Background: an optimization exercise with open tools, aiming at small area. Do not read the settings as production practice.
Where RTL was checked, it was by simulation tests only, not by an equivalence proof against the original.
The RTL of runs 1 and 2 was laid out without a check of its function.
Power figures rest on the tool's default switching activity, not on a simulated workload.

$ cat design/flow/run.sh
#!/bin/bash
# synth_recipe.tcl (not shown) runs the flow's synth.tcl, then flattens the netlist and writes it again
# the make line also repeats each setting of config.mk as NAME=value (left out here)
make -C /OpenROAD-flow-scripts/flow DESIGN_CONFIG=/design/flow/config.mk WORK_HOME=/design/flow/orfs CLKGATE_MAP_FILE= SYNTH_SCRIPT=/design/flow/synth_recipe.tcl finish
$ cat design/flow/design.v
module keypress (
    input  logic        Clk,
    input  logic        Reset,
    input  logic [7:0]  keyCode,
    input  logic        press,
    output logic [13:0] keys
);
    always_ff @(posedge Clk) begin
        if (Reset)
            keys <= 14'd0;
        else
            case (keyCode)
                8'h1d: keys[13] <= press;   
                8'h1c: keys[12] <= press;   
                8'h1b: keys[11] <= press;   
                8'h23: keys[10] <= press;   
                8'h2c: keys[9]  <= press;   
                8'h35: keys[8]  <= press;   
                8'h3c: keys[7]  <= press;   
                8'h75: keys[6]  <= press;   
                8'h72: keys[5]  <= press;   
                8'h6b: keys[4]  <= press;   
                8'h74: keys[3]  <= press;   
                8'h41: keys[2]  <= press;   
                8'h49: keys[1]  <= press;   
                8'h4a: keys[0]  <= press;   
                default: ;
            endcase
    end
endmodule
module gamestate (
    input  logic       Clk,
    input  logic       Reset,
    input  logic       fre,         
    input  logic       start_key,   
    input  logic       ko,
    output logic       gamescreen,
    output logic [3:0] gamestate
);
    localparam logic [2:0] START = 3'd0, STARTGAME = 3'd1, THREE = 3'd2, TWO = 3'd3,
                           ONE = 3'd4, FIGHT = 3'd5, GAME = 3'd6, KO = 3'd7;
    logic [2:0] state, next_state;
    logic [8:0] gameC;
    function automatic logic [8:0] inc9(input logic [8:0] a);
        logic c;
        c = 1'b1;
        for (int i = 0; i < 9; i++) begin
            inc9[i] = a[i] ^ c;
            c = c & a[i];
        end
    endfunction
    assign gamestate  = {1'b0, state};
    assign gamescreen = (state == START);
    always_comb begin
        next_state = state;
        case (state)
            START:     if (start_key) next_state = STARTGAME;
            STARTGAME: next_state = THREE;
            THREE:     if (gameC == 9'd90)  next_state = TWO;
            TWO:       if (gameC == 9'd180) next_state = ONE;
            ONE:       if (gameC == 9'd270) next_state = FIGHT;
            FIGHT:     if (gameC == 9'd360) next_state = GAME;
            GAME:      if (ko) next_state = KO;
            KO:        if (gameC == 9'd500) next_state = START;
        endcase
    end
    always_ff @(posedge Clk) begin
        if (Reset) begin
            state <= START;
            gameC <= 9'd0;
        end else if (fre) begin
            state <= next_state;
            if (state == STARTGAME)
                gameC <= 9'd0;
            else if (state != START && state != GAME)
                gameC <= inc9(gameC);
        end
    end
endmodule
module fighter #(
    parameter int CW = 6,             
    parameter int J3 = 35,            
    parameter int J4 = 45             
) (
    input  logic          Clk,
    input  logic          Reset,
    input  logic          fre,
    input  logic          kj,         
    input  logic          kc,         
    input  logic          kk,         
    input  logic          kp,         
    input  logic          kw,         
    input  logic          ks,         
    input  logic          full,       
    input  logic          isdead,
    output logic [5:0]    state,
    output logic [CW-1:0] cnt,
    output logic          hit,
    output logic          gen
);
    localparam logic [5:0]
        StartI = 6'd0, Idle1 = 6'd1, Idle2 = 6'd2, Idle3 = 6'd3,
        StartW = 6'd4, Walk1 = 6'd5, Walk2 = 6'd6, Walk3 = 6'd7,
        StartP = 6'd8, Punch1 = 6'd9, Punch2 = 6'd10, Punch3 = 6'd11,
        StartPu = 6'd12, Punish1 = 6'd13, Punish2 = 6'd14, Punish3 = 6'd15,
        StartK = 6'd16, Kick1 = 6'd17, Kick2 = 6'd18, Kick3 = 6'd19,
        Crouch = 6'd20, StartCP = 6'd21, CrouchP = 6'd22, CrouchPunish = 6'd23,
        StartJ = 6'd24, Jump1 = 6'd25, Jump2 = 6'd26, Jump3 = 6'd27, Jump4 = 6'd28,
        StartSpesh = 6'd29, Spesh1 = 6'd30, Spesh2 = 6'd31, Spesh3 = 6'd32,
        StartKO = 6'd33, KO1 = 6'd34, KO2 = 6'd35;
    logic [5:0] next_state;
    function automatic logic [CW-1:0] inc(input logic [CW-1:0] a);
        logic c;
        c = 1'b1;
        for (int i = 0; i < CW; i++) begin
            inc[i] = a[i] ^ c;
            c = c & a[i];
        end
    endfunction
    logic       is_start;
    always_comb begin
        next_state = StartI;
        case (state)
            StartI:  next_state = Idle1;
            Idle1, Idle2, Idle3: begin
                if (kj) next_state = StartJ;
                else if (kc) next_state = Crouch;
                else if (kk) next_state = StartK;
                else if (kp) next_state = StartP;
                else if (kw) next_state = StartW;
                else if (ks && full) next_state = StartSpesh;
                else if (state == Idle1 && (cnt == 8))  next_state = Idle2;
                else if (state == Idle2 && (cnt == 16)) next_state = Idle3;
                else if (state == Idle3 && (cnt == 24)) next_state = StartI;
                else if (isdead) next_state = StartKO;
                else next_state = state;
            end
            StartW:  next_state = Walk1;
            Walk1, Walk2, Walk3: begin
                if (kj) next_state = StartJ;
                else if (kc) next_state = Crouch;
                else if (kk) next_state = StartK;
                else if (kp) next_state = StartP;
                else if (!kw) next_state = StartI;
                else if (ks && full) next_state = StartSpesh;
                else if (state == Walk1 && (cnt == 8))  next_state = Walk2;
                else if (state == Walk2 && (cnt == 16)) next_state = Walk3;
                else if (state == Walk3 && (cnt == 24)) next_state = StartW;
                else if (isdead) next_state = StartKO;
                else next_state = state;
            end
            StartP:  next_state = Punch1;
            Punch1:  next_state = (cnt == 3)  ? Punch2  : Punch1;
            Punch2:  next_state = (cnt == 10) ? Punch3  : Punch2;
            Punch3:  next_state = (cnt == 15) ? StartPu : Punch3;
            StartPu: next_state = Punish1;
            Punish1: next_state = !(kp || kk) ? StartI : (cnt == 8)  ? Punish2 : Punish1;
            Punish2: next_state = !(kp || kk) ? StartI : (cnt == 16) ? Punish2 : Punish3;
            Punish3: next_state = !(kp || kk) ? StartI : (cnt == 24) ? StartPu : Punish3;
            StartK:  next_state = Kick1;
            Kick1:   next_state = (cnt == 3)  ? Kick2   : Kick1;
            Kick2:   next_state = (cnt == 10) ? Kick3   : Kick2;
            Kick3:   next_state = (cnt == 15) ? StartPu : Kick3;
            Crouch:  next_state = kc ? (kp ? StartCP : Crouch) : isdead ? StartKO : StartI;
            StartCP: next_state = CrouchP;
            CrouchP: next_state = (cnt == 5) ? CrouchPunish : CrouchP;
            CrouchPunish: next_state = kp ? CrouchPunish : Crouch;
            StartJ:  next_state = Jump1;
            Jump1:   next_state = (cnt == 5)  ? Jump2 : Jump1;
            Jump2:   next_state = (cnt == 15) ? Jump3 : Jump2;
            Jump3:   next_state = (cnt == J3) ? Jump4 : Jump3;
            Jump4:   next_state = (cnt == J4) ? StartI : Jump4;
            StartSpesh: next_state = Spesh1;
            Spesh1:  next_state = (cnt == 15) ? Spesh2 : Spesh1;
            Spesh2:  next_state = (cnt == 30) ? Spesh3 : Spesh2;
            Spesh3:  next_state = (cnt == 45) ? StartI : Spesh3;
            StartKO: next_state = KO1;
            KO1:     next_state = (cnt == 10) ? KO2 : KO1;
            KO2:     next_state = isdead ? KO2 : StartI;
            default: next_state = StartI;
        endcase
    end
    assign is_start = (state == StartI) || (state == StartW) || (state == StartP) ||
                      (state == StartPu) || (state == StartK) || (state == StartCP) ||
                      (state == StartJ) || (state == StartSpesh) || (state == StartKO);
    always_ff @(posedge Clk) begin
        if (Reset) begin
            state <= StartI;
            cnt   <= '0;
            hit   <= 1'b0;
            gen   <= 1'b0;
        end else if (fre) begin
            state <= next_state;
            cnt   <= is_start ? '0 : inc(cnt);
            hit   <= ((state == Punch1 || state == Kick1) && (cnt == 3)) ||
                     (state == CrouchP && (cnt == 0));
            gen   <= (state == Spesh3) && (cnt == 44);
        end
    end
endmodule
module ball (
    input  logic       Clk,
    input  logic       Reset,
    input  logic       fre,
    input  logic       fd,           
    input  logic [9:0] DrawX,
    input  logic [9:0] DrawY,
    input  logic [5:0] ken,
    input  logic [5:0] bat,
    input  logic [5:0] jc,           
    input  logic [6:0] jc2,          
    input  logic       k_left, k_right, b_left, b_right,
    input  logic       khit, bhit, Kengen, Batgen,
    input  logic [3:0] gamestate,
    output logic [9:0] Ryu_X, Ryu_Y, Bat_X, Bat_Y,
    output logic [9:0] KS, BS,
    output logic       ks_full, bs_full,
    output logic [9:0] bX,
    output logic       kendead, batdead,
    output logic       is_ryu, is_bat, ishealth, isoutline, isSp,
    output logic       isKenSpecial, isBatSpecial, isLetter
);
    function automatic logic [9:0] add(input logic [9:0] a, input logic [9:0] b, input logic ci);
        logic c;
        c = ci;
        for (int i = 0; i < 10; i++) begin
            add[i] = a[i] ^ b[i] ^ c;
            c = (a[i] & b[i]) | (a[i] & c) | (b[i] & c);
        end
    endfunction
    function automatic logic lt(input logic [9:0] a, input logic [9:0] b);
        logic c;
        c = 1'b1;                        
        for (int i = 0; i < 10; i++)
            c = (a[i] & ~b[i]) | (a[i] & c) | (~b[i] & c);
        lt = ~c;
    endfunction
    logic [9:0] RX, BX, RY, BY;
    logic       rpos, rneg, bpos, bneg;       
    logic [7:0] kh, bh;                       
    logic [3:0] kk, bk;                       
    logic       ksp, bsp;                     
    logic [9:0] KSpec, BSpec;                 
    logic [7:0] backX;
    logic [9:0] RS, BSz, RYS, BYS, RY_in, BY_in;
    logic [1:0] rsel, bsel;                   
    always_comb begin
        case (ken)
            6'd10, 6'd18, 6'd22, 6'd29, 6'd30, 6'd31, 6'd32, 6'd33, 6'd34: rsel = 2'd1;
            6'd35: rsel = 2'd2;
            default: rsel = 2'd0;
        endcase
        case (bat)
            6'd10, 6'd18, 6'd22, 6'd31, 6'd33, 6'd34: bsel = 2'd1;
            6'd35: bsel = 2'd2;
            default: bsel = 2'd0;
        endcase
        RS  = rsel[1] ? 10'd200 : rsel[0] ? 10'd150 : 10'd100;
        BSz = bsel[1] ? 10'd200 : bsel[0] ? 10'd150 : 10'd100;
    end
    logic       rjump, bjump, rset, bset;
    logic [9:0] RYc, BYc, rdy, bdy;
    always_comb begin
        rjump = (ken >= 6'd25 && ken <= 6'd28);
        rset  = 1'b0;
        rdy   = 10'd0;
        case (ken)
            6'd2, 6'd14:  begin RYS = 10'd205; RYc = 10'd249; end
            6'd3, 6'd15:  begin RYS = 10'd210; RYc = 10'd244; end
            6'd20, 6'd21, 6'd22, 6'd23: begin RYS = 10'd150; RYc = 10'd304; end
            6'd24: begin RYS = 10'd250; RYc = 10'd204; end
            6'd25: begin RYS = 10'd250; RYc = 10'd204; rdy = (jc == 6'd0) ? 10'd0 : 10'h3fa; end
            6'd26: begin RYS = 10'd150; RYc = 10'd204; rdy = 10'h3fa; end
            6'd27: begin RYS = 10'd150; RYc = 10'd27; rset = (jc == 6'd16); rdy = 10'd3; end
            6'd28: begin RYS = 10'd250; RYc = 10'd27; rdy = 10'd3; end
            6'd33, 6'd34: begin RYS = 10'd100; RYc = 10'd354; end
            6'd35: begin RYS = 10'd50;  RYc = 10'd404; end
            default: begin RYS = 10'd200; RYc = 10'd254; end
        endcase
        bjump = (bat >= 6'd25 && bat <= 6'd28);
        bset  = 1'b0;
        bdy   = 10'd0;
        case (bat)
            6'd2, 6'd14:  begin BYS = 10'd205; BYc = 10'd249; end
            6'd3, 6'd15:  begin BYS = 10'd210; BYc = 10'd244; end
            6'd20, 6'd21, 6'd22, 6'd23: begin BYS = 10'd150; BYc = 10'd304; end
            6'd24: begin BYS = 10'd250; BYc = 10'd204; end
            6'd25: begin BYS = 10'd200; BYc = 10'd254; bset = (jc2 == 7'd0); bdy = 10'h3f1; end
            6'd26: begin BYS = 10'd200; BYc = 10'd254; bdy = 10'h3f1; end
            6'd27, 6'd28: begin BYS = 10'd250; BYc = 10'd254; bdy = 10'd3; end
            6'd33, 6'd34: begin BYS = 10'd100; BYc = 10'd354; end
            6'd35: begin BYS = 10'd50;  BYc = 10'd404; end
            default: begin BYS = 10'd200; BYc = 10'd254; end
        endcase
        if (!rjump || rset) RY_in = RYc;
        else if (fd)        RY_in = add(RY, rdy, 1'b0);
        else                RY_in = RY;
        if (!bjump || bset) BY_in = BYc;
        else if (fd)        BY_in = add(BY, bdy, 1'b0);
        else                BY_in = BY;
    end
    logic [9:0] RE, BL, T;
    assign RE = add(RX, RS, 1'b0);        
    assign BL = add(BX, ~BSz, 1'b1);      
    assign T  = RS + BSz;                 
    logic c_bsp, c_ksp, coll, katk, batk, bathit, kenhit, bump, free;
    logic kwall, kleft, backl, bwall, bleftw, backr, kstill, bstill;
    logic [9:0] rd, bd, ra, rb, ba, bb, rsum, bsum, RX_n, BX_n;
    logic rc, bc, ktsmall;
    logic rpos_n, rneg_n, bpos_n, bneg_n;
    always_comb begin
        c_bsp  = ksp && !lt(KSpec, BL);
        c_ksp  = !c_bsp && bsp && !lt(RE, BSpec);
        coll   = !c_bsp && !c_ksp && !lt(RE, BL);
        katk   = (ken == 6'd18 && bat != 6'd20) || ken == 6'd10 || ken == 6'd22;
        batk   = (bat == 6'd18 && ken != 6'd20) || bat == 6'd22 || bat == 6'd10;
        bathit = coll && katk;
        kenhit = coll && !katk && batk;
        bump   = coll && !katk && !batk;
        free   = !c_bsp && !c_ksp && !coll;
        kwall  = !lt(RE, 10'd639);
        kleft  = !kwall && (!lt(RX, 10'd974) || lt(RX, 10'd7));           
        backl  = free && kleft && (lt(BX, 10'd635) || !lt(BX, 10'd1019))  
                 && (backX >= 8'd5);
        bwall  = !lt(BX, 10'd639);
        backr  = free && bwall && lt(10'd10, RX) && (backX <= 8'd208);
        bleftw = !bwall && lt(BL, 10'd6);
        kstill = (ken >= 6'd8 && ken <= 6'd11) || (ken >= 6'd16 && ken <= 6'd23) || (ken >= 6'd29 && ken <= 6'd32);
        bstill = (bat >= 6'd8 && bat <= 6'd11) || (bat >= 6'd16 && bat <= 6'd23) || (bat >= 6'd29 && bat <= 6'd32);
        rpos_n = rpos;
        rneg_n = rneg;
        if (c_ksp || bump || (free && kwall)) begin
            rpos_n = 1'b0; rneg_n = 1'b1;
        end else if (free && kleft) begin
            if (!backl) begin rpos_n = 1'b1; rneg_n = 1'b0; end
        end else if (free) begin
            rpos_n = !kstill && !k_left && k_right;
            rneg_n = !kstill && k_left;
        end
        bpos_n = bpos;
        bneg_n = bneg;
        if (c_bsp || bump || (free && bleftw)) begin
            bpos_n = 1'b1; bneg_n = 1'b0;
        end else if (free && bwall) begin
            if (!backr) begin bpos_n = 1'b0; bneg_n = 1'b1; end
        end else if (free) begin
            bpos_n = !bstill && !b_left && b_right;
            bneg_n = !bstill && b_left;
        end
        if (backr)      rd = 10'h3fb;
        else if (backl) rd = 10'd5;
        else if (bathit || !(rpos || rneg)) rd = 10'd0;
        else            rd = rpos ? 10'd5 : 10'h3fb;
        if (backr)      bd = 10'h3fb;
        else if (backl) bd = 10'd5;
        else if (kenhit || !(bpos || bneg)) bd = 10'd0;
        else            bd = bpos ? 10'd5 : 10'h3fb;
        ra = kenhit ? BX : RX;
        rb = kenhit ? ~T : rd;
        rsum = add(ra, rb, 1'b0);
        ktsmall = !lt(rsum, 10'd974) || lt(rsum, 10'd5);                
        RX_n = (kenhit && ktsmall) ? 10'd5 : rsum;
        ba = bathit ? RX : BX;
        bb = bathit ? T : bd;
        bsum = add(ba, bb, bathit);
        BX_n = (kenhit && ktsmall) ? T + 10'd5 : bsum;
    end
    logic [7:0] kh_n, bh_n, backX_n;
    logic [3:0] kk_n, bk_n;
    logic       ksp_n, bsp_n;
    always_comb begin
        kh_n = kh;
        if (bhit && kenhit && kh >= 8'd5) kh_n = kh - 8'd5;
        if (c_ksp) kh_n = (kh >= 8'd20) ? kh - 8'd20 : 8'd0;
        bh_n = bh;
        if (khit && bathit && bh >= 8'd5) bh_n = bh - 8'd5;
        if (c_bsp) bh_n = (bh >= 8'd20) ? bh - 8'd20 : 8'd0;
        backX_n = backX;
        if (backl && !backr) backX_n = backX - 8'd5;
        if (backr && !backl) backX_n = backX + 8'd5;
        ksp_n = Kengen ? 1'b1 : c_bsp ? 1'b0 : ksp;
        bsp_n = Batgen ? 1'b1 : c_ksp ? 1'b0 : bsp;
        kk_n = kk;
        if (khit && bathit && kk != 4'd10) kk_n = kk + 4'd1;
        if (Kengen) kk_n = 4'd0;
        bk_n = bk;
        if (bhit && kenhit && bk != 4'd10) bk_n = bk + 4'd1;
        if (Batgen) bk_n = 4'd0;
    end
    always_ff @(posedge Clk) begin
        if (Reset) begin
            RX <= 10'd150;
            BX <= 10'd550;
            RY <= 10'd10;
            BY <= 10'd10;
            rpos <= 1'b0; rneg <= 1'b0;
            bpos <= 1'b0; bneg <= 1'b0;
            kh <= 8'd200;
            bh <= 8'd200;
            kk <= 4'd0;
            bk <= 4'd0;
            ksp <= 1'b0;
            bsp <= 1'b0;
            KSpec <= 10'd0;
            BSpec <= 10'd0;
            backX <= 8'd106;
        end else begin
            RY <= RY_in;
            BY <= BY_in;
            if (fre) begin
                RX <= RX_n;
                BX <= BX_n;
                rpos <= rpos_n; rneg <= rneg_n;
                bpos <= bpos_n; bneg <= bneg_n;
                kh <= kh_n;
                bh <= bh_n;
                kk <= kk_n;
                bk <= bk_n;
                ksp <= ksp_n;
                bsp <= bsp_n;
                backX <= backX_n;
                KSpec <= add(ksp ? KSpec : RE, 10'd5, 1'b0);
                BSpec <= add(bsp ? BSpec : BL, 10'h3fb, 1'b0);
            end
        end
    end
    logic [7:0] k20, b20;
    assign k20 = {kk, 4'd0} + {2'd0, kk, 2'd0};
    assign b20 = {bk, 4'd0} + {2'd0, bk, 2'd0};
    assign KS = {2'd0, k20};
    assign BS = {2'd0, b20};
    assign ks_full = (kk == 4'd10);
    assign bs_full = (bk == 4'd10);
    assign Ryu_X = RX;
    assign Ryu_Y = RY;
    assign Bat_X = BX;
    assign Bat_Y = BY;
    assign bX = {2'd0, backX};
    assign kendead = (kh == 8'd0);
    assign batdead = (bh == 8'd0);
    logic [9:0] xm5, xr, dyr, dyb, dxk, dxb;
    logic xl, xrr;
    always_comb begin
        xm5 = add(DrawX, 10'h3fb, 1'b0);
        xr  = add(10'd634, ~DrawX, 1'b1);
        xl  = lt(10'd5, DrawX);
        xrr = lt(DrawX, 10'd634);
        isSp = (DrawY > 10'd25 && DrawY < 10'd35) &&
               ((xl && lt(xm5, {2'd0, k20})) || (xrr && lt(xr, {2'd0, b20})));
        isoutline = ((DrawY == 10'd5 || DrawY == 10'd25) &&
                     ((DrawX >= 10'd5 && DrawX <= 10'd205) || (DrawX >= 10'd434 && DrawX <= 10'd634))) ||
                    ((DrawX == 10'd5 || DrawX == 10'd205 || DrawX == 10'd434 || DrawX == 10'd634) &&
                     (DrawY >= 10'd5 && DrawY <= 10'd25));
        ishealth = !isoutline && (DrawY > 10'd5 && DrawY < 10'd25) &&
                   ((xl && lt(xm5, {2'd0, kh})) || (xrr && lt(xr, {2'd0, bh})));
        isLetter = DrawY >= 10'd150 && DrawY < 10'd225 &&
                   ((DrawX >= 10'd283 && DrawX < 10'd358 &&
                     (gamestate == 4'd2 || gamestate == 4'd3 || gamestate == 4'd4)) ||
                    (DrawX >= 10'd270 && DrawX < 10'd370 && gamestate == 4'd7) ||
                    (DrawX >= 10'd220 && DrawX < 10'd420 && gamestate == 4'd5));
        dyr = add(DrawY, ~RY, 1'b1);
        dyb = add(DrawY, ~BY, 1'b1);
        is_ryu = !lt(DrawX, RX) && lt(DrawX, RE) && lt(dyr, RYS);
        is_bat = !lt(DrawX, BL) && lt(DrawX, BX) && lt(dyb, BYS);
        dxk = add(DrawX, ~KSpec, 1'b1);
        isKenSpecial = ksp && lt(dxk, 10'd50) && lt(KSpec, 10'd974) &&
                       DrawY >= 10'd279 && DrawY < 10'd329;
        dxb = add(BSpec, ~DrawX, 1'b0);   
        isBatSpecial = bsp && lt(dxb, 10'd50) && lt(DrawX, 10'd974) &&
                       DrawY >= 10'd279 && DrawY < 10'd329;
    end
endmodule
module sf2_game (
    input  logic       clk,
    input  logic       reset,         
    input  logic       frame_clk,     
    input  logic [7:0] key_code,      
    input  logic       key_press,     
    input  logic [9:0] draw_x,        
    input  logic [9:0] draw_y,
    output logic [9:0] ken_x,
    output logic [9:0] ken_y,
    output logic [9:0] bat_x,
    output logic [9:0] bat_y,
    output logic [5:0] ken_sprite,
    output logic [5:0] bat_sprite,
    output logic [9:0] ken_special_meter,
    output logic [9:0] bat_special_meter,
    output logic [9:0] background_x,
    output logic       ken_dead,
    output logic       bat_dead,
    output logic [3:0] game_state,
    output logic       game_screen,
    output logic       is_ken,
    output logic       is_bat,
    output logic       is_health,
    output logic       is_outline,
    output logic       is_special_bar,
    output logic       is_ken_projectile,
    output logic       is_bat_projectile,
    output logic       is_letter
);
    logic [13:0] keys;
    logic [5:0]  kcnt;
    logic [6:0]  bcnt;
    logic        khit, bhit, kengen, batgen, kfull, bfull;
    logic frame_clk_delayed, fre, fd;
    always_ff @(posedge clk) begin
        if (reset) begin
            frame_clk_delayed <= 1'b0;
            fre <= 1'b0;
            fd <= 1'b0;
        end else begin
            frame_clk_delayed <= frame_clk;
            fre <= frame_clk && !frame_clk_delayed;
            fd <= fre;
        end
    end
    keypress key (.Clk(clk), .Reset(reset), .keyCode(key_code), .press(key_press), .keys(keys));
    gamestate gms (.Clk(clk), .Reset(reset), .fre(fre), .start_key(keys[0]),
                   .ko(ken_dead | bat_dead), .gamescreen(game_screen), .gamestate(game_state));
    fighter #(.CW(6), .J3(35), .J4(45)) k (
        .Clk(clk), .Reset(reset), .fre(fre),
        .kj(keys[13]), .kc(keys[11]), .kk(keys[8]), .kp(keys[9]),
        .kw(keys[12] | keys[10]), .ks(keys[7]), .full(kfull), .isdead(ken_dead),
        .state(ken_sprite), .cnt(kcnt), .hit(khit), .gen(kengen));
    fighter #(.CW(7), .J3(55), .J4(75)) b (
        .Clk(clk), .Reset(reset), .fre(fre),
        .kj(keys[6]), .kc(keys[5]), .kk(keys[1]), .kp(keys[2]),
        .kw(keys[4] | keys[3]), .ks(keys[0]), .full(bfull), .isdead(bat_dead),
        .state(bat_sprite), .cnt(bcnt), .hit(bhit), .gen(batgen));
    ball ball_instance (
        .Clk(clk), .Reset(reset), .fre(fre), .fd(fd), .DrawX(draw_x), .DrawY(draw_y),
        .ken(ken_sprite), .bat(bat_sprite), .jc(kcnt), .jc2(bcnt),
        .k_left(keys[12]), .k_right(keys[10]), .b_left(keys[4]), .b_right(keys[3]),
        .khit(khit), .bhit(bhit), .Kengen(kengen), .Batgen(batgen),
        .gamestate(game_state),
        .Ryu_X(ken_x), .Ryu_Y(ken_y), .Bat_X(bat_x), .Bat_Y(bat_y),
        .KS(ken_special_meter), .BS(bat_special_meter),
        .ks_full(kfull), .bs_full(bfull), .bX(background_x),
        .kendead(ken_dead), .batdead(bat_dead),
        .is_ryu(is_ken), .is_bat(is_bat), .ishealth(is_health), .isoutline(is_outline),
        .isSp(is_special_bar), .isKenSpecial(is_ken_projectile),
        .isBatSpecial(is_bat_projectile), .isLetter(is_letter));
endmodule
$ cat design/flow/constraint.sdc
create_clock -name core_clock -period 12.0 [get_ports {clk}]
set_input_delay 2.4000 -clock core_clock [delete_from_list [all_inputs] [get_ports {clk}]]
set_output_delay 2.4000 -clock core_clock [all_outputs]
set_load 0.01 [all_outputs]
$ cat design/flow/config.mk
export PLATFORM = sky130hd
export DESIGN_NAME = sf2_game
export DESIGN_NICKNAME = sf2_game
export VERILOG_FILES = /design/flow/design.v
export SDC_FILE = /design/flow/constraint.sdc
export NUM_CORES = 4
export LEC_CHECK = 0
export ABC_AREA = 1
export CAP_MARGIN = 20
export CORE_MARGIN = 2
export CORE_UTILIZATION = 40
export SLEW_MARGIN = 20
==> results by group, run 1 <==
Outcome
  • Outcome: complete, no violations

Worst hold path
  • Hold path startpoint: frame_clk_delayed
  • Hold depth: 1
  • Hold endpoint: fre
  • Hold WC Path Type: flop to flop

CTS
  • Skew-Pair Late Insertion Delay: about 0.50 ns
  • Clk sinks: between 150 and 200
  • Clock transition at path regs: ~0.060 ns
  • Post-CTS setup buffer count: 0
  • Root buffer cell: clkbuf_16
  • Post-CTS Hold Buffers: 0
  • CTS tree: built
  • Num CTS Buffers: 17
  • Bufs on Longest Clock Path: 2
  • H-Tree Depth: 4
  • Post-CTS resize count: 0

Route
  • Vias: roughly 17k
  • Drt via density: between 5 and 6
  • DR DRC count: 0
  • DR WL/cell: between 15 and 20 µm
  • Final wirelength: a little under 60 mm
  • Detailed Route Iter0 Violations: ~1.7k
  • First-pass DRT Iterations: 6
  • Final ANT Viol Nets: 0

Logic synthesis
  • Seq/Total Area, Yosys: 19.4%
  • Mapped cell area: 16100 µm²
  • FF+latch count, synth: 156
  • Synth Instances: about 2.4k
  • Synth top area share: 19.4%
  • YS warnings: 6
  • Syn_area_per_cell: roughly 6.7 µm²
  • Ys async rst share: 0%
  • Area leader, netlist: dfxtp_1
  • Distinct cells, synth: roughly 70
  • Post-synth top flop: dfxtp_1
  • Largest cells by area after synthesis: dfxtp_1 (19%), nand2_1 (9.9%), fa_1 (9.6%), inv_1 (8.6%), ha_1 (7.8%)
  • EDFF count, synth: 0

Pwr
  • Switching share of total power: 38.9%
  • PwrDens: 104 nW/µm²
  • Total power: approximately 1.9 mW
  • Peak VDD IR: ~94 µV
  • Sequential share of power: between 30% and 40%
  • P_sw: around 0.74 mW
  • Clock power share: around 32%
  • P_int: between 1 and 1.5 mW
  • Combinational Power Share: a little under two fifths
  • Lkg Pwr: 7.86 nW

Timing
  • RSZ-0062 raised after global routing: no
  • Highest clock rate: 0.0921 GHz
  • Period utilisation layout: between 90% and 100%
  • Max Slew Vio Count: 0
  • Final setup viols: 0
  • Crit path time final: between 10 and 15 ns
  • Worst slew pin tran: slightly above 0.9 ns
  • TNS Setup: 0 ns
  • Relative slew slack: about two fifths
  • Worst clock skew: about 0.018 ns
  • Final Worst Setup Slack: 1.14 ns
  • Fin. Hold Viols: 0

Global routing
  • Remaining Overflow, GRT: 0
  • Vias in the first global route: ~16k
  • First-pass GRT wire length: just over 90 mm
  • Overall routing resource usage: between 20% and 30%
  • Largest net degree at the start of global routing: 70
  • Initial antenna violation count: 0

Placement
  • Placer Congestion: 0.978
  • Inst Count DP: 2999
  • Final HPWL from detailed placement: 46.1 mm
  • Pre-CTS setup slack: 1.31 ns
  • Port buffer count: ~120

Setup path
  • Flop2flop setup slack: 1.14 ns
  • CP max stage delay: 0.59 ns
  • Worst r2r dst: ball_instance.RX[1]
  • Reg2reg start: k.state[5]
  • Most common cell on crit path: fa_1
  • Largest delay share family, worst path: adder cells
  • Worst path slowest cell: nor2_4
  • Crit end category: flop
  • CP Launch Type: flop
  • Worst Path Required: 12.34 ns
  • Critical Path Fanout Max: 33
  • CP Class: flop to flop
  • Critical Path Stages: between 40 and 50
  • Data arrival time of the worst path: about 11 ns
  • Launch point of the critical path: k.state[5]
  • R2R cell count: 48
  • CP bufs+invs: 11

Final layout
  • Fraction of layout cells with a size suffix above 1: 4.51%
  • Finished Layout Cells: slightly above 3k
  • Area Overhead vs Synth: 13.8%
  • Footprint of the multi-input gates: about 11000 µm²
  • Sequential cell area: around 3100 µm²
  • Final Util: a little under half
  • Antenna diodes: 0
  • # fillers: 4123
  • Nets: 2702

Floorplanning
  • Initial core utilization: roughly 40%
  • Die Width: 204 µm
  • Die Ht: 204 µm
  • Die Area: 41800 µm²
  • Placeable Area: between 30000 and 40000 µm²
  • I/O pin count: roughly 130
  • Rows: between 70 and 80

Flow run
  • Max Cap Viol: 0
-- registers in the layout (all words and copies together), names as in the netlist, 7 cells and up --
register,flops
ball_instance.BX,10
ball_instance.bh,8
gms.gameC,9
ball_instance.BSpec,10
key.keys,14
ball_instance.kh,8
ball_instance.RX,10
b.cnt,7
ball_instance.RY,10
ball_instance.KSpec,10
ball_instance.backX,8
ball_instance.BY,10
-- metal layers --
| layer | global-route usage [%] | wire length, µm | vias to the layer above |
|---|---|---|---|
| met1 | 38.4 | 26400 | 8215 |
| met3 | 4.61 | 3740 | 118 |
| met4 | 11.1 | 2000 | 0 |
| met2 | 46.5 | 27000 | 625 |
| met5 | 0 | 0 | - |
| li1 | - | - | 8304 |
-- Yosys cell counts (4+ instances only) --
cell type	number
nor3_1	84
clkbuf_1	56
buf_2	4
a22oi_1	16
a2111oi_0	12
o221ai_1	34
nor2_1	256
dfxtp_1	156
buf_4	17
o2111ai_1	7
a41oi_1	7
xor2_1	26
nor2_2	6
inv_2	19
or2_2	6
a211oi_1	25
inv_1	370
o311ai_0	6
o21ai_1	8
ha_1	100
nor2_4	6
a31oi_1	18
nand2_1	423
nand2_4	5
o31ai_1	5
o22ai_1	26
fa_1	77
o21ai_0	181
nand4_1	34
nand3_1	111
a311oi_1	9
nand3b_1	5
a21oi_1	174
nor4_1	23
xnor2_1	13
o211ai_1	23
a221oi_1	4
clkinv_1	5
nand2_2	6
-- placed cells by master, fill, tap and decap left out, drive strengths merged, types with 4 or more instances in the layout --
| cell type | netlist | final |
|---|---|---|
| o22ai | 27 | 27 |
| clkinv | 5 | 10 |
| o2111ai | 7 | 7 |
| clkdlybuf4s50 | 0 | 116 |
| xor2 | 26 | 26 |
| fa | 77 | 77 |
| a41oi | 7 | 7 |
| nor4 | 23 | 23 |
| a221oi | 4 | 4 |
| nand3b | 5 | 5 |
| xnor2 | 13 | 13 |
| a31oi | 18 | 18 |
| ha | 100 | 100 |
| a2111oi | 12 | 12 |
| o221ai | 34 | 34 |
| o211ai | 23 | 23 |
| clkbuf | 57 | 19 |
| a21oi | 176 | 176 |
| inv | 389 | 391 |
| dfxtp | 156 | 156 |
| buf | 24 | 13 |
| nor2 | 268 | 268 |
| o31ai | 5 | 5 |
| conb | 1 | 11 |
| nand4 | 37 | 37 |
| bufinv | 0 | 4 |
| a311oi | 9 | 9 |
| a211oi | 25 | 25 |
| nand2 | 435 | 435 |
| o311ai | 6 | 6 |
| nor3 | 86 | 86 |
| o21ai | 190 | 190 |
| nand3 | 115 | 115 |
| or2 | 10 | 10 |
| a22oi | 16 | 16 |
-- worst reg2reg max path: cells and delay by family, from the launching register on --
family | cells | cell delay (ns)
AO/OA/AOI/OAI | 3 | 0.50
flip-flops | 1 | 0.49
buffers and inverters | 11 | 0.87
AND/OR/NAND/NOR | 18 | 3.33
adder cells (fa/ha/maj) | 16 | 5.54
-- metrics by stage --
stage / hold WS, ns / area, µm²
global route: 0.399 / 18300
global placement: 0.374 / 17600
floorplan: 0.374 / 16100
finish: 0.383 / 18300
CTS: 0.387 / 18300
detailed placement: 0.378 / 17600
-- worst max-delay path by stage --
| stage | end | slack [ns] |
|---|---|---|
| 2_1_floorplan | ball_instance.BX[5] | 2.56 |
| 3_3_place_gp | is_ken_projectile | 1.61 |
| 3_5_place_dp | ball_instance.RX[1] | 1.31 |
| 4_1_cts | ball_instance.RX[1] | 1.27 |
| 5_1_grt | ball_instance.RX[1] | 0.41 |
| 6_report | ball_instance.RX[1] | 1.14 |
-- layout make-up --
type / instances / area share, %
Multi-Input combinational cell: 1795 / 60.8
Sequential cell: 156 / 17.1
Inverter: 394 / 8.09
Timing Repair Buffer: 129 / 6.88
Tap cell: 525 / 3.59
Clock buffer: 19 / 2.48
Clock inverter: 13 / 1.03
-- power by group through the flow --
stage | combinational (mW) | clock (mW) | sequential [mW]
floorplan | 0.494 | 0 | 0.579
global placement | 0.685 | 0 | 0.593
detailed placement | 0.698 | 0 | 0.593
CTS | 0.701 | 0.630 | 0.582
global route | 0.801 | 0.650 | 0.585
finish | 0.706 | 0.612 | 0.582
-- cell families (layout without fill, tap and decap cells) --
| family | count (synthesis) | in the layout | synth area share, % |
|---|---|---|---|
| other | 1 | 11 | 0.0233 |
| adders and majority gates | 177 | 177 | 17.4 |
| AOI/OAI and AO/OA | 583 | 583 | 22.2 |
| xor gates and xnor gates | 39 | 39 | 2.13 |
| DFF | 156 | 156 | 19.4 |
| muxes | 1 | 1 | 0.0623 |
| and+or+nand+nor | 984 | 984 | 27.2 |
| buffers and inverters | 475 | 555 | 11.6 |
==> inputs of run 2 (changes only) <==
--- a/design/flow/design.v
+++ b/design/flow/design.v
@@ -56,12 +56,12 @@
         case (state)
             START:     if (start_key) next_state = STARTGAME;
             STARTGAME: next_state = THREE;
-            THREE:     if (gameC == 9'd90)  next_state = TWO;
-            TWO:       if (gameC == 9'd180) next_state = ONE;
-            ONE:       if (gameC == 9'd270) next_state = FIGHT;
-            FIGHT:     if (gameC == 9'd360) next_state = GAME;
+            THREE:     if (gameC[6] & gameC[4] & gameC[3] & gameC[1])  next_state = TWO;
+            TWO:       if (gameC[7] & gameC[5] & gameC[4] & gameC[2]) next_state = ONE;
+            ONE:       if (gameC[8] & gameC[3] & gameC[2] & gameC[1]) next_state = FIGHT;
+            FIGHT:     if (gameC[8] & gameC[6] & gameC[5] & gameC[3]) next_state = GAME;
             GAME:      if (ko) next_state = KO;
-            KO:        if (gameC == 9'd500) next_state = START;
+            KO:        if (gameC[8] & gameC[7] & gameC[6] & gameC[5] & gameC[4] & gameC[2]) next_state = START;
         endcase
     end
     always_ff @(posedge Clk) begin
@@ -109,6 +109,16 @@
         StartSpesh = 6'd29, Spesh1 = 6'd30, Spesh2 = 6'd31, Spesh3 = 6'd32,
         StartKO = 6'd33, KO1 = 6'd34, KO2 = 6'd35;
     logic [5:0] next_state;
+    logic       j3end, j4end;
+    generate
+        if (J3 == 35) begin : g_ken
+            assign j3end = cnt[5] & cnt[1] & cnt[0];             
+            assign j4end = cnt[3] & cnt[2] & cnt[0];             
+        end else begin : g_bat
+            assign j3end = cnt[5] & cnt[4] & cnt[2] & cnt[1] & cnt[0];   
+            assign j4end = cnt[6] & cnt[3] & cnt[1] & cnt[0];            
+        end
+    endgenerate
     function automatic logic [CW-1:0] inc(input logic [CW-1:0] a);
         logic c;
         c = 1'b1;
@@ -129,9 +139,9 @@
                 else if (kp) next_state = StartP;
                 else if (kw) next_state = StartW;
                 else if (ks && full) next_state = StartSpesh;
-                else if (state == Idle1 && (cnt == 8))  next_state = Idle2;
-                else if (state == Idle2 && (cnt == 16)) next_state = Idle3;
-                else if (state == Idle3 && (cnt == 24)) next_state = StartI;
+                else if (state == Idle1 && cnt[3])  next_state = Idle2;
+                else if (state == Idle2 && cnt[4]) next_state = Idle3;
+                else if (state == Idle3 && cnt[3]) next_state = StartI;
                 else if (isdead) next_state = StartKO;
                 else next_state = state;
             end
@@ -143,39 +153,39 @@
                 else if (kp) next_state = StartP;
                 else if (!kw) next_state = StartI;
                 else if (ks && full) next_state = StartSpesh;
-                else if (state == Walk1 && (cnt == 8))  next_state = Walk2;
-                else if (state == Walk2 && (cnt == 16)) next_state = Walk3;
-                else if (state == Walk3 && (cnt == 24)) next_state = StartW;
+                else if (state == Walk1 && cnt[3])  next_state = Walk2;
+                else if (state == Walk2 && cnt[4]) next_state = Walk3;
+                else if (state == Walk3 && cnt[3]) next_state = StartW;
                 else if (isdead) next_state = StartKO;
                 else next_state = state;
             end
             StartP:  next_state = Punch1;
-            Punch1:  next_state = (cnt == 3)  ? Punch2  : Punch1;
-            Punch2:  next_state = (cnt == 10) ? Punch3  : Punch2;
-            Punch3:  next_state = (cnt == 15) ? StartPu : Punch3;
+            Punch1:  next_state = (cnt[1] & cnt[0])  ? Punch2  : Punch1;
+            Punch2:  next_state = (cnt[3] & cnt[1]) ? Punch3  : Punch2;
+            Punch3:  next_state = (cnt[2] & cnt[1] & cnt[0]) ? StartPu : Punch3;
             StartPu: next_state = Punish1;
-            Punish1: next_state = !(kp || kk) ? StartI : (cnt == 8)  ? Punish2 : Punish1;
-            Punish2: next_state = !(kp || kk) ? StartI : (cnt == 16) ? Punish2 : Punish3;
-            Punish3: next_state = !(kp || kk) ? StartI : (cnt == 24) ? StartPu : Punish3;
+            Punish1: next_state = !(kp || kk) ? StartI : cnt[3] ? Punish2 : Punish1;
+            Punish2: next_state = !(kp || kk) ? StartI : Punish3;
+            Punish3: next_state = !(kp || kk) ? StartI : (cnt[4] & cnt[3]) ? StartPu : Punish3;
             StartK:  next_state = Kick1;
-            Kick1:   next_state = (cnt == 3)  ? Kick2   : Kick1;
-            Kick2:   next_state = (cnt == 10) ? Kick3   : Kick2;
-            Kick3:   next_state = (cnt == 15) ? StartPu : Kick3;
+            Kick1:   next_state = (cnt[1] & cnt[0])  ? Kick2   : Kick1;
+            Kick2:   next_state = (cnt[3] & cnt[1]) ? Kick3   : Kick2;
+            Kick3:   next_state = (cnt[2] & cnt[1] & cnt[0]) ? StartPu : Kick3;
             Crouch:  next_state = kc ? (kp ? StartCP : Crouch) : isdead ? StartKO : StartI;
             StartCP: next_state = CrouchP;
-            CrouchP: next_state = (cnt == 5) ? CrouchPunish : CrouchP;
+            CrouchP: next_state = (cnt[2] & cnt[0]) ? CrouchPunish : CrouchP;
             CrouchPunish: next_state = kp ? CrouchPunish : Crouch;
             StartJ:  next_state = Jump1;
-            Jump1:   next_state = (cnt == 5)  ? Jump2 : Jump1;
-            Jump2:   next_state = (cnt == 15) ? Jump3 : Jump2;
-            Jump3:   next_state = (cnt == J3) ? Jump4 : Jump3;
-            Jump4:   next_state = (cnt == J4) ? StartI : Jump4;
+            Jump1:   next_state = (cnt[2] & cnt[0])  ? Jump2 : Jump1;
+            Jump2:   next_state = (cnt[3] & cnt[2] & cnt[1] & cnt[0]) ? Jump3 : Jump2;
+            Jump3:   next_state = j3end ? Jump4 : Jump3;
+            Jump4:   next_state = j4end ? StartI : Jump4;
             StartSpesh: next_state = Spesh1;
-            Spesh1:  next_state = (cnt == 15) ? Spesh2 : Spesh1;
-            Spesh2:  next_state = (cnt == 30) ? Spesh3 : Spesh2;
-            Spesh3:  next_state = (cnt == 45) ? StartI : Spesh3;
+            Spesh1:  next_state = (cnt[3] & cnt[2] & cnt[1] & cnt[0]) ? Spesh2 : Spesh1;
+            Spesh2:  next_state = (cnt[4] & cnt[3] & cnt[2] & cnt[1]) ? Spesh3 : Spesh2;
+            Spesh3:  next_state = (cnt[5] & cnt[3] & cnt[2] & cnt[0]) ? StartI : Spesh3;
             StartKO: next_state = KO1;
-            KO1:     next_state = (cnt == 10) ? KO2 : KO1;
+            KO1:     next_state = (cnt[3] & cnt[1]) ? KO2 : KO1;
             KO2:     next_state = isdead ? KO2 : StartI;
             default: next_state = StartI;
         endcase
@@ -192,9 +202,9 @@
         end else if (fre) begin
             state <= next_state;
             cnt   <= is_start ? '0 : inc(cnt);
-            hit   <= ((state == Punch1 || state == Kick1) && (cnt == 3)) ||
-                     (state == CrouchP && (cnt == 0));
-            gen   <= (state == Spesh3) && (cnt == 44);
+            hit   <= ((state == Punch1 || state == Kick1) && cnt[1] && cnt[0]) ||
+                     (state == CrouchP && !cnt[2] && !cnt[1] && !cnt[0]);
+            gen   <= (state == Spesh3) && cnt[5] && cnt[3] && cnt[2] && !cnt[0];
         end
     end
 endmodule
@@ -269,9 +279,9 @@
             6'd3, 6'd15:  begin RYS = 10'd210; RYc = 10'd244; end
             6'd20, 6'd21, 6'd22, 6'd23: begin RYS = 10'd150; RYc = 10'd304; end
             6'd24: begin RYS = 10'd250; RYc = 10'd204; end
-            6'd25: begin RYS = 10'd250; RYc = 10'd204; rdy = (jc == 6'd0) ? 10'd0 : 10'h3fa; end
+            6'd25: begin RYS = 10'd250; RYc = 10'd204; rdy = (jc[2:0] == 3'd0) ? 10'd0 : 10'h3fa; end
             6'd26: begin RYS = 10'd150; RYc = 10'd204; rdy = 10'h3fa; end
-            6'd27: begin RYS = 10'd150; RYc = 10'd27; rset = (jc == 6'd16); rdy = 10'd3; end
+            6'd27: begin RYS = 10'd150; RYc = 10'd27; rset = (jc[5] == 1'b0 && jc[3:0] == 4'd0); rdy = 10'd3; end
             6'd28: begin RYS = 10'd250; RYc = 10'd27; rdy = 10'd3; end
             6'd33, 6'd34: begin RYS = 10'd100; RYc = 10'd354; end
             6'd35: begin RYS = 10'd50;  RYc = 10'd404; end
@@ -285,7 +295,7 @@
             6'd3, 6'd15:  begin BYS = 10'd210; BYc = 10'd244; end
             6'd20, 6'd21, 6'd22, 6'd23: begin BYS = 10'd150; BYc = 10'd304; end
             6'd24: begin BYS = 10'd250; BYc = 10'd204; end
-            6'd25: begin BYS = 10'd200; BYc = 10'd254; bset = (jc2 == 7'd0); bdy = 10'h3f1; end
+            6'd25: begin BYS = 10'd200; BYc = 10'd254; bset = (jc2[2:0] == 3'd0); bdy = 10'h3f1; end
             6'd26: begin BYS = 10'd200; BYc = 10'd254; bdy = 10'h3f1; end
             6'd27, 6'd28: begin BYS = 10'd250; BYc = 10'd254; bdy = 10'd3; end
             6'd33, 6'd34: begin BYS = 10'd100; BYc = 10'd354; end
--- a/design/flow/config.mk
+++ b/design/flow/config.mk
@@ -6,7 +6,8 @@
 export NUM_CORES = 4
 export LEC_CHECK = 0
 export ABC_AREA = 1
-export CAP_MARGIN = 20
+export CAP_MARGIN = 0
 export CORE_MARGIN = 2
 export CORE_UTILIZATION = 40
-export SLEW_MARGIN = 20
+export CTS_BUF_LIST = sky130_fd_sc_hd__clkbuf_8
+export SLEW_MARGIN = 0
==> results by group, run 2 <==
Timing
  • Highest clock rate: 0.0890 GHz (-3.3%)
  • Relative slew slack: 27.3% (-11 points)
  • Period utilisation layout: 93.6% (+3.1 points)
  • Worst slew pin tran: 1.08 ns (+0.176 ns)
  • Fin. Hold Viols: 0 (unchanged)
  • Worst clock skew: 0.0194 ns (+0.00167 ns)
  • Final setup viols: 0 (unchanged)
  • TNS Setup: 0 ns (unchanged)
  • Crit path time final: 11.24 ns (+0.376 ns)
  • Max Slew Vio Count: 0 (unchanged)
  • RSZ-0062 raised after global routing: no

Global routing
  • Largest net degree at the start of global routing: 71 (+1.4%)
  • Remaining Overflow, GRT: 0 (unchanged)
  • Initial antenna violation count: 0 (unchanged)
  • Vias in the first global route: 16.7k (+1.2%)
  • First-pass GRT wire length: 95.6 mm (+2.2%)
  • Overall routing resource usage: 30.1% (+1.4 points)

Route
  • Vias: 17.0k (-1.3%)
  • Final wirelength: 61.3 mm (+3.7%)
  • DR DRC count: 0 (unchanged)
  • Final ANT Viol Nets: 0 (unchanged)
  • Detailed Route Iter0 Violations: 1317 (-22%)
  • DR WL/cell: 20.9 µm (+6.9%)
  • First-pass DRT Iterations: 5 (-1)
  • Drt via density: 5.79 (+1.7%)

Worst hold path
  • Hold depth: 1 (unchanged)
  • Hold endpoint: fre
  • Hold WC Path Type: flop to flop
  • Hold path startpoint: frame_clk_delayed

CTS
  • Post-CTS setup buffer count: 0 (unchanged)
  • Clk sinks: 156 (unchanged)
  • Root buffer cell: clkbuf_8
  • Skew-Pair Late Insertion Delay: 0.58 ns (+0.08 ns)
  • Clock transition at path regs: 0.10 ns (+0.04 ns)
  • Post-CTS resize count: 0 (unchanged)
  • Post-CTS Hold Buffers: 0 (unchanged)
  • Num CTS Buffers: 17 (unchanged)
  • Bufs on Longest Clock Path: 2 (unchanged)
  • H-Tree Depth: 4 (unchanged)
  • CTS tree: built

Pwr
  • PwrDens: 101 nW/µm² (-2.7%)
  • Peak VDD IR: 86.6 µV (-7.8%)
  • Total power: 1.80 mW (-5.5%)
  • Lkg Pwr: 7.75 nW (-1.4%)

Setup path
  • Crit end category: flop
  • Largest delay share family, worst path: adder cells
  • CP max stage delay: 0.63 ns (+0.04 ns)
  • Critical Path Fanout Max: 24 (-27%)
  • Worst r2r dst: ball_instance.BX[4]
  • R2R cell count: 50 (+4.2%)
  • Worst Path Required: 12.48 ns (+0.14 ns)
  • Worst path slowest cell: dfxtp_1
  • CP bufs+invs: 10 (-1)
  • Reg2reg start: k.state[1]
  • Data arrival time of the worst path: 11.72 ns (+0.52 ns)
  • Flop2flop setup slack: 0.76 ns (-0.38 ns)
  • CP Class: flop to flop
  • CP Launch Type: flop
  • Most common cell on crit path: fa_1

Logic synthesis
  • Synth Instances: 2336 (-3.3%)
  • Area leader, netlist: dfxtp_1
  • FF+latch count, synth: 156 (unchanged)
  • Mapped cell area: 15800 µm² (-1.7%)
  • Most frequent cell after synthesis: nand2_1
  • Largest cells by area after synthesis: dfxtp_1 (20%), fa_1 (9.6%), nand2_1 (8.8%), inv_1 (8.7%), ha_1 (7.4%)
  • Synth top area share: 19.8% (+0.33 points)
  • Most frequent cells after synthesis: nand2_1 (372), inv_1 (368), nor2_1 (235)
  • Seq/Total Area, Yosys: 19.8% (+0.33 points)
  • Post-synth top flop: dfxtp_1
  • Ys async rst share: 0% (unchanged)
  • Syn_area_per_cell: 6.76 µm² (+1.7%)
  • EDFF count, synth: 0 (unchanged)
  • Distinct cells, synth: 70 (-2.8%)
  • YS warnings: 6 (unchanged)

Flow run
  • Max Cap Viol: 0 (unchanged)

Floorplanning
  • I/O pin count: 129 (unchanged)
  • Placeable Area: 38800 µm² (-2.3%)
  • Die Area: 41100 µm² (-1.7%)
  • Initial core utilization: 40.7% (+0.24 points)
  • Die Width: 203 µm (-0.83%)
  • Die Ht: 203 µm (-0.83%)
  • Rows: 72 (-1.4%)

Placement
  • Placer Congestion: 0.982 (+0.41%)
  • Port buffer count: 117 (unchanged)
  • Final HPWL from detailed placement: 47.4 mm (+2.8%)

Final layout
  • Nets: 2611 (-3.4%)
  • Most flops, register: key.keys
  • Antenna diodes: 0 (unchanged)
  • Commonest non-fill, non-tap cell in the layout: nand2_1
  • Largest register FFs: 14 (unchanged)
  • Commonest non-fill, non-tap cells in the layout: nand2_1 (372), inv_1 (368), nor2_1 (235), o21ai_0 (175), dfxtp_1 (155)
  • Area Overhead vs Synth: 12.5%
  • Fraction of layout cells with a size suffix above 1: 4.66% (+0.15 points)

Outcome
  • Outcome: complete, no violations
==> run 2: changes by cell type after synthesis, moves of 7 or more <==
| cell | before | now |
|---|---|---|
| a21oi_1 | 174 | 148 |
| nand2_1 | 423 | 372 |
| ha_1 | 100 | 93 |
| nor2_1 | 256 | 235 |
| a31oi_1 | 18 | 36 |
| o211ai_1 | 23 | 33 |
| o22ai_1 | 26 | 34 |
| nand3_1 | 111 | 99 |
==> run 2: area by class of cell <==
cell class	count	area, µm²
sequential	156	3120
timing repair buffer	127	1240
clock buffer	18	248
clock inverter	14	194
multi-input combinational	1716	10800
fill	4063	21100
inverter	392	1470
tap	518	648
==> run 2: stage by stage <==
stage / util, % / area (µm²) / std cells / hold WS [ns] / worst slack, ns
after floorplan: - / 15800 / 2346 / 0.374 / 2.36
after global placement: 44.6 / 17300 / 2909 / 0.370 / 1.32
after detailed placement: 44.6 / 17300 / 2909 / 0.378 / 1.02
after CTS: 45.8 / 17800 / 2941 / 0.377 / 0.947
after global routing: 45.8 / 17800 / 2941 / 0.392 / 0.0333
final: 45.8 / 17800 / 2941 / 0.375 / 0.764
==> run 2: power breakdown <==
part           internal (mW)  total [mW]  switching, mW  leakage [nW]
sequential             0.541       0.584         0.0428          1.27
combinational          0.265       0.732          0.467          6.26
clock                  0.232       0.479          0.247         0.224
==> run 2: worst max path at each step <==
| stage | cells past startpoint | from | endpoint |
|---|---|---|---|
| CTS | 50 | k.state[1] | ball_instance.BX[4] |
| global route | 50 | k.state[1] | ball_instance.BX[4] |
| detailed placement | 49 | k.state[1] | ball_instance.BX[5] |
| finish | 50 | k.state[1] | ball_instance.BX[4] |
| global placement | 49 | k.state[1] | ball_instance.BX[1] |
| floorplan | 51 | k.state[1] | ball_instance.BX[1] |
==> run 2: logic make-up (layout without fill, tap and decap cells) <==
family                     count (synthesis)  after routing  synth area share [%]
buffers and inverters                    474            551                  11.8
xor gates and xnor gates                  39             39                  2.16
DFF                                      156            156                  19.8
and+or+nand+nor                          904            904                  25.8
AOI/OAI and AO/OA                        592            592                  23.3
muxes                                      1              1                0.0634
adders and majority gates                169            169                  17.0
other                                      1             11                0.0237
==> run 2: layer usage <==
layer	wire length, µm	share of wire (%)	up-vias	global-route usage, %
met5	0	0	-	0
met1	25700	42	8120	37.2
li1	-	-	8102	-
met2	29400	48	673	51.2
met4	2470	4.0	0	13.4
met3	3740	6.1	137	5.46
==> run 2: worst register-to-register path: cells and delay by family, from the launching register on <==
family | cells | cell delay (ns)
AO/OA/AOI/OAI | 3 | 0.40
flip-flops | 1 | 0.63
adder cells (fa/ha/maj) | 16 | 5.63
AND/OR/NAND/NOR | 21 | 3.04
buffers and inverters | 10 | 1.43
==> inputs of run 3 (changes only) <==
--- a/design/flow/design.v
+++ b/design/flow/design.v
@@ -238,6 +238,21 @@
             c = (a[i] & b[i]) | (a[i] & c) | (b[i] & c);
         end
     endfunction
+    function automatic logic [7:0] add8(input logic [7:0] a, input logic [7:0] b);
+        logic c;
+        c = 1'b0;
+        for (int i = 0; i < 8; i++) begin
+            add8[i] = a[i] ^ b[i] ^ c;
+            c = (a[i] & b[i]) | (a[i] & c) | (b[i] & c);
+        end
+    endfunction
+    function automatic logic lt8(input logic [7:0] a, input logic [7:0] b);
+        logic c;
+        c = 1'b1;
+        for (int i = 0; i < 8; i++)
+            c = (a[i] & ~b[i]) | (a[i] & c) | (~b[i] & c);
+        lt8 = ~c;
+    endfunction
     function automatic logic lt(input logic [9:0] a, input logic [9:0] b);
         logic c;
         c = 1'b1;                        
@@ -312,7 +327,16 @@
     logic [9:0] RE, BL, T;
     assign RE = add(RX, RS, 1'b0);        
     assign BL = add(BX, ~BSz, 1'b1);      
-    assign T  = RS + BSz;                 
+    logic [9:0] T5;
+    always_comb begin                     
+        case ({rsel, bsel})
+            4'b0000: begin T = 10'd200; T5 = 10'd205; end
+            4'b0001, 4'b0100: begin T = 10'd250; T5 = 10'd255; end
+            4'b0101, 4'b0010, 4'b1000: begin T = 10'd300; T5 = 10'd305; end
+            4'b0110, 4'b1001: begin T = 10'd350; T5 = 10'd355; end
+            default: begin T = 10'd400; T5 = 10'd405; end
+        endcase
+    end
     logic c_bsp, c_ksp, coll, katk, batk, bathit, kenhit, bump, free;
     logic kwall, kleft, backl, bwall, bleftw, backr, kstill, bstill;
     logic [9:0] rd, bd, ra, rb, ba, bb, rsum, bsum, RX_n, BX_n;
@@ -331,9 +355,9 @@
         kwall  = !lt(RE, 10'd639);
         kleft  = !kwall && (!lt(RX, 10'd974) || lt(RX, 10'd7));           
         backl  = free && kleft && (lt(BX, 10'd635) || !lt(BX, 10'd1019))  
-                 && (backX >= 8'd5);
+                 && !lt8(backX, 8'd5);
         bwall  = !lt(BX, 10'd639);
-        backr  = free && bwall && lt(10'd10, RX) && (backX <= 8'd208);
+        backr  = free && bwall && lt(10'd10, RX) && lt8(backX, 8'd209);
         bleftw = !bwall && lt(BL, 10'd6);
         kstill = (ken >= 6'd8 && ken <= 6'd11) || (ken >= 6'd16 && ken <= 6'd23) || (ken >= 6'd29 && ken <= 6'd32);
         bstill = (bat >= 6'd8 && bat <= 6'd11) || (bat >= 6'd16 && bat <= 6'd23) || (bat >= 6'd29 && bat <= 6'd32);
@@ -373,28 +397,28 @@
         ba = bathit ? RX : BX;
         bb = bathit ? T : bd;
         bsum = add(ba, bb, bathit);
-        BX_n = (kenhit && ktsmall) ? T + 10'd5 : bsum;
+        BX_n = (kenhit && ktsmall) ? T5 : bsum;
     end
     logic [7:0] kh_n, bh_n, backX_n;
     logic [3:0] kk_n, bk_n;
     logic       ksp_n, bsp_n;
     always_comb begin
         kh_n = kh;
-        if (bhit && kenhit && kh >= 8'd5) kh_n = kh - 8'd5;
-        if (c_ksp) kh_n = (kh >= 8'd20) ? kh - 8'd20 : 8'd0;
+        if (bhit && kenhit && !lt8(kh, 8'd5)) kh_n = add8(kh, 8'hfb);
+        if (c_ksp) kh_n = !lt8(kh, 8'd20) ? add8(kh, 8'hec) : 8'd0;
         bh_n = bh;
-        if (khit && bathit && bh >= 8'd5) bh_n = bh - 8'd5;
-        if (c_bsp) bh_n = (bh >= 8'd20) ? bh - 8'd20 : 8'd0;
+        if (khit && bathit && !lt8(bh, 8'd5)) bh_n = add8(bh, 8'hfb);
+        if (c_bsp) bh_n = !lt8(bh, 8'd20) ? add8(bh, 8'hec) : 8'd0;
         backX_n = backX;
-        if (backl && !backr) backX_n = backX - 8'd5;
-        if (backr && !backl) backX_n = backX + 8'd5;
+        if (backl && !backr) backX_n = add8(backX, 8'hfb);
+        if (backr && !backl) backX_n = add8(backX, 8'd5);
         ksp_n = Kengen ? 1'b1 : c_bsp ? 1'b0 : ksp;
         bsp_n = Batgen ? 1'b1 : c_ksp ? 1'b0 : bsp;
         kk_n = kk;
-        if (khit && bathit && kk != 4'd10) kk_n = kk + 4'd1;
+        if (khit && bathit && kk != 4'd10) kk_n = {kk[3] ^ (kk[2] & kk[1] & kk[0]), kk[2] ^ (kk[1] & kk[0]), kk[1] ^ kk[0], ~kk[0]};
         if (Kengen) kk_n = 4'd0;
         bk_n = bk;
-        if (bhit && kenhit && bk != 4'd10) bk_n = bk + 4'd1;
+        if (bhit && kenhit && bk != 4'd10) bk_n = {bk[3] ^ (bk[2] & bk[1] & bk[0]), bk[2] ^ (bk[1] & bk[0]), bk[1] ^ bk[0], ~bk[0]};
         if (Batgen) bk_n = 4'd0;
     end
     always_ff @(posedge Clk) begin
@@ -435,8 +459,11 @@
         end
     end
     logic [7:0] k20, b20;
-    assign k20 = {kk, 4'd0} + {2'd0, kk, 2'd0};
-    assign b20 = {bk, 4'd0} + {2'd0, bk, 2'd0};
+    function automatic logic [7:0] x20(input logic [3:0] k);
+        x20 = add8({k, 4'd0}, {2'd0, k, 2'd0});
+    endfunction
+    assign k20 = x20(kk);
+    assign b20 = x20(bk);
     assign KS = {2'd0, k20};
     assign BS = {2'd0, b20};
     assign ks_full = (kk == 4'd10);
@@ -455,29 +482,29 @@
         xr  = add(10'd634, ~DrawX, 1'b1);
         xl  = lt(10'd5, DrawX);
         xrr = lt(DrawX, 10'd634);
-        isSp = (DrawY > 10'd25 && DrawY < 10'd35) &&
+        isSp = (lt(10'd25, DrawY) && lt(DrawY, 10'd35)) &&
                ((xl && lt(xm5, {2'd0, k20})) || (xrr && lt(xr, {2'd0, b20})));
         isoutline = ((DrawY == 10'd5 || DrawY == 10'd25) &&
-                     ((DrawX >= 10'd5 && DrawX <= 10'd205) || (DrawX >= 10'd434 && DrawX <= 10'd634))) ||
+                     ((!lt(DrawX, 10'd5) && lt(DrawX, 10'd206)) || (!lt(DrawX, 10'd434) && lt(DrawX, 10'd635)))) ||
                     ((DrawX == 10'd5 || DrawX == 10'd205 || DrawX == 10'd434 || DrawX == 10'd634) &&
-                     (DrawY >= 10'd5 && DrawY <= 10'd25));
-        ishealth = !isoutline && (DrawY > 10'd5 && DrawY < 10'd25) &&
+                     (!lt(DrawY, 10'd5) && lt(DrawY, 10'd26)));
+        ishealth = !isoutline && (lt(10'd5, DrawY) && lt(DrawY, 10'd25)) &&
                    ((xl && lt(xm5, {2'd0, kh})) || (xrr && lt(xr, {2'd0, bh})));
-        isLetter = DrawY >= 10'd150 && DrawY < 10'd225 &&
-                   ((DrawX >= 10'd283 && DrawX < 10'd358 &&
+        isLetter = !lt(DrawY, 10'd150) && lt(DrawY, 10'd225) &&
+                   ((!lt(DrawX, 10'd283) && lt(DrawX, 10'd358) &&
                      (gamestate == 4'd2 || gamestate == 4'd3 || gamestate == 4'd4)) ||
-                    (DrawX >= 10'd270 && DrawX < 10'd370 && gamestate == 4'd7) ||
-                    (DrawX >= 10'd220 && DrawX < 10'd420 && gamestate == 4'd5));
+                    (!lt(DrawX, 10'd270) && lt(DrawX, 10'd370) && gamestate == 4'd7) ||
+                    (!lt(DrawX, 10'd220) && lt(DrawX, 10'd420) && gamestate == 4'd5));
         dyr = add(DrawY, ~RY, 1'b1);
         dyb = add(DrawY, ~BY, 1'b1);
         is_ryu = !lt(DrawX, RX) && lt(DrawX, RE) && lt(dyr, RYS);
         is_bat = !lt(DrawX, BL) && lt(DrawX, BX) && lt(dyb, BYS);
         dxk = add(DrawX, ~KSpec, 1'b1);
         isKenSpecial = ksp && lt(dxk, 10'd50) && lt(KSpec, 10'd974) &&
-                       DrawY >= 10'd279 && DrawY < 10'd329;
+                       !lt(DrawY, 10'd279) && lt(DrawY, 10'd329);
         dxb = add(BSpec, ~DrawX, 1'b0);   
         isBatSpecial = bsp && lt(dxb, 10'd50) && lt(DrawX, 10'd974) &&
-                       DrawY >= 10'd279 && DrawY < 10'd329;
+                       !lt(DrawY, 10'd279) && lt(DrawY, 10'd329);
     end
 endmodule
 module sf2_game (
==> results by group, run 3 <==
Outcome
  • Outcome: complete, no violations

Placement
  • Placer Congestion: 0.954 (-2.9%)
  • Pre-CTS setup slack: 0.700 ns (-0.317 ns)
  • Final HPWL from detailed placement: 47.7 mm (+0.61%)
  • Placed inst area: 17100 µm² (-1.2%)
  • Port buffer count: 117 (unchanged)

Pwr
  • Lkg Pwr: 7.59 nW (-2.1%)
  • PwrDens: 96.1 nW/µm² (-4.9%)
  • Peak VDD IR: 88.3 µV (+1.9%)

Setup path
  • Critical Path Fanout Max: 16 (-33%)
  • Flop2flop setup slack: 0.83 ns (+0.07 ns)
  • Crit end category: flop
  • CP bufs+invs: 11 (+1)
  • Most common cell on crit path: fa_1
  • Worst Path Required: 12.44 ns (-0.04 ns)
  • Data arrival time of the worst path: 11.60 ns (-0.12 ns)
  • CP Launch Type: flop
  • Launch point of the critical path: b.state[5]
  • Reg2reg start: b.state[5]
  • Worst path slowest cell: fa_1
  • CP Class: flop to flop
  • CP max stage delay: 0.54 ns (-0.09 ns)
  • Largest delay share family, worst path: adder cells

Timing
  • Max Slew Vio Count: 0 (unchanged)
  • Crit path time final: 11.17 ns (-0.0675 ns)
  • Period utilisation layout: 93.1% (-0.56 points)
  • Worst slew pin tran: 1.03 ns (-0.0481 ns)
  • Relative slew slack: 30.3% (+3.0 points)
  • Final setup viols: 0 (unchanged)
  • RSZ-0062 raised after global routing: no
  • Fin. Hold Viols: 0 (unchanged)
  • TNS Setup: 0 ns (unchanged)
  • Final hold slack: 0.387 ns (+0.0118 ns)
  • Worst clock skew: 0.0273 ns (+0.00793 ns)
  • Highest clock rate: 0.0895 GHz (+0.60%)
  • Final Worst Setup Slack: 0.831 ns (+0.0675 ns)

Worst hold path
  • Hold path startpoint: frame_clk_delayed
  • Hold WC Path Type: flop to flop

Floorplanning
  • Die Width: 201 µm (-0.89%)
  • Die Area: 40400 µm² (-1.8%)
  • Rows: 72 (unchanged)
  • I/O pin count: 129 (unchanged)
  • Placeable Area: 38500 µm² (-0.93%)
  • Die Ht: 201 µm (-0.89%)
  • Initial core utilization: 40.3% (-0.36 points)

Final layout
  • Fraction of layout cells with a size suffix above 1: 5.03% (+0.37 points)
  • Nets: 2597 (-0.54%)
  • Largest register FFs: 14 (unchanged)
  • Post-route cell area: 17500 µm² (-1.5%)
  • Final Util: 45.5% (-0.27 points)
  • Commonest non-fill, non-tap cell in the layout: nand2_1
  • # fillers: 4047 (-0.39%)
  • Most flops, register: key.keys
  • Commonest non-fill, non-tap cells in the layout: nand2_1 (387), inv_1 (352), nor2_1 (209), o21ai_0 (189), a21oi_1 (162)
  • Antenna diodes: 0 (unchanged)
  • Area Overhead vs Synth: 12.8%

CTS
  • Post-CTS setup buffer count: 0 (unchanged)
  • Clock transition at path regs: 0.11 ns (about the same)
  • Clk sinks: 156 (unchanged)
  • CTS tree: built
  • Bufs on Longest Clock Path: 2 (unchanged)
  • H-Tree Depth: 4 (unchanged)
  • Post-CTS Hold Buffers: 0 (unchanged)
  • Root buffer cell: clkbuf_8
  • Post-CTS resize count: 0 (unchanged)
  • Num CTS Buffers: 17 (unchanged)
  • Skew-Pair Late Insertion Delay: 0.52 ns (-0.06 ns)

Logic synthesis
  • Largest cells by area after synthesis: dfxtp_1 (20%), fa_1 (9.8%), nand2_1 (9.4%), ha_1 (9.4%), inv_1 (8.5%)
  • Mapped cell area: 15500 µm² (-1.8%)
  • FF+latch count, synth: 156 (unchanged)
  • YS warnings: 6 (unchanged)
  • EDFF count, synth: 0 (unchanged)
  • Most frequent cell after synthesis: nand2_1
  • Area leader, netlist: dfxtp_1
  • Synth Instances: 2288 (-2.1%)
  • Post-synth top flop: dfxtp_1
  • Seq/Total Area, Yosys: 20.1% (+0.37 points)
  • Distinct cells, synth: 67 (-4.3%)
  • Ys async rst share: 0% (unchanged)
  • Synth top area share: 20.1% (+0.37 points)
  • Most frequent cells after synthesis: nand2_1 (387), inv_1 (350), nor2_1 (210)
  • Syn_area_per_cell: 6.78 µm² (+0.25%)

Global routing
  • Vias in the first global route: 15.8k (-5.2%)
  • Remaining Overflow, GRT: 0 (unchanged)
  • Initial antenna violation count: 0 (unchanged)
  • First-pass GRT wire length: 94.0 mm (-1.7%)
  • Largest net degree at the start of global routing: 61 (-14%)
  • Overall routing resource usage: 29.8% (-0.32 points)

Route
  • DR WL/cell: 20.9 µm (about the same)
  • Drt via density: 5.78 (-0.20%)
  • First-pass DRT Iterations: 8 (+3)
  • Vias: 16.8k (-1.5%)
  • DR DRC count: 0 (unchanged)
  • Final wirelength: 60.6 mm (-1.3%)
  • Detailed Route Iter0 Violations: 1634 (+24%)
  • Final ANT Viol Nets: 0 (unchanged)

Flow run
  • Max Cap Viol: 0 (unchanged)
==> run 3: changes by cell type after synthesis, sizes merged, moves of 9 or more <==
| cell | change |
|---|---|
| a211oi | -9 |
| nand3 | +9 |
| inv | -18 |
| a21oi | +14 |
| o21ai | +12 |
| xor2 | -18 |
| nand2 | +14 |
| ha | +23 |
| nor2 | -27 |
==> run 3: cell type report <==
type	instances	area, µm²	area share, %
multi-input combinational	1690	10700	60.9
sequential	156	3120	17.8
inverter	374	1400	8.02
timing repair buffer	134	1300	7.41
tap	518	648	3.70
clock buffer	19	262	1.49
clock inverter	13	116	0.665
==> run 3: worst register-to-register path, delay by kind of cell (launching register included) <==
kind,cells,cell delay [ns]
DFF,1,0.43
buffers and inverters,11,0.98
and+or+nand+nor,19,3.09
adders and majority gates,18,6.05
AOI/OAI and AO/OA,4,0.54
==> run 3: logic make-up after synthesis <==
family | share of synthesized area, %
buf+inv | 11.5
mux | 0.0645
fa+ha+maj | 19.3
simple gates | 25.4
flops | 20.1
xor+xnor | 1.07
compound gates | 22.5
other cells | 0.0242
==> run 3: per-stage QoR <==
stage          instances  power (mW)
3_3_place_gp        2872        1.27
4_1_cts             2904        1.68
2_1_floorplan       2298        1.03
3_5_place_dp        2872        1.27
6_report            2904        1.68
5_1_grt             2904        1.79
==> run 3: where the power goes <==
group	switching, mW	internal, mW	total [mW]
Sequential	0.0420	0.540	0.582
Clock	0.239	0.176	0.415
Combinational	0.440	0.246	0.685
==> run 3: final timing paths <==
kind | to | cells after the start
setup / recovery | ball_instance.BX[7] | 52
hold / removal | fre | 1
setup reg to reg | ball_instance.BX[7] | 52
hold reg to reg | fre | 1
==> run 3: layer usage <==
metal	GRT usage, %	part of all wire [%]	routed length, µm
met1	43.0	46	28100
met2	46.4	44	26800
met4	9.02	2.7	1610
met5	0	0	0
met3	3.72	6.6	4000

Setup slack of run 3, layout unchanged: 0.831 ns with ideal ports, 0.831 ns with driving cells assumed (clock clkbuf_16, inputs buf_2), 0.831 ns with port delays also shifted by the 0.561 ns mid clock arrival.
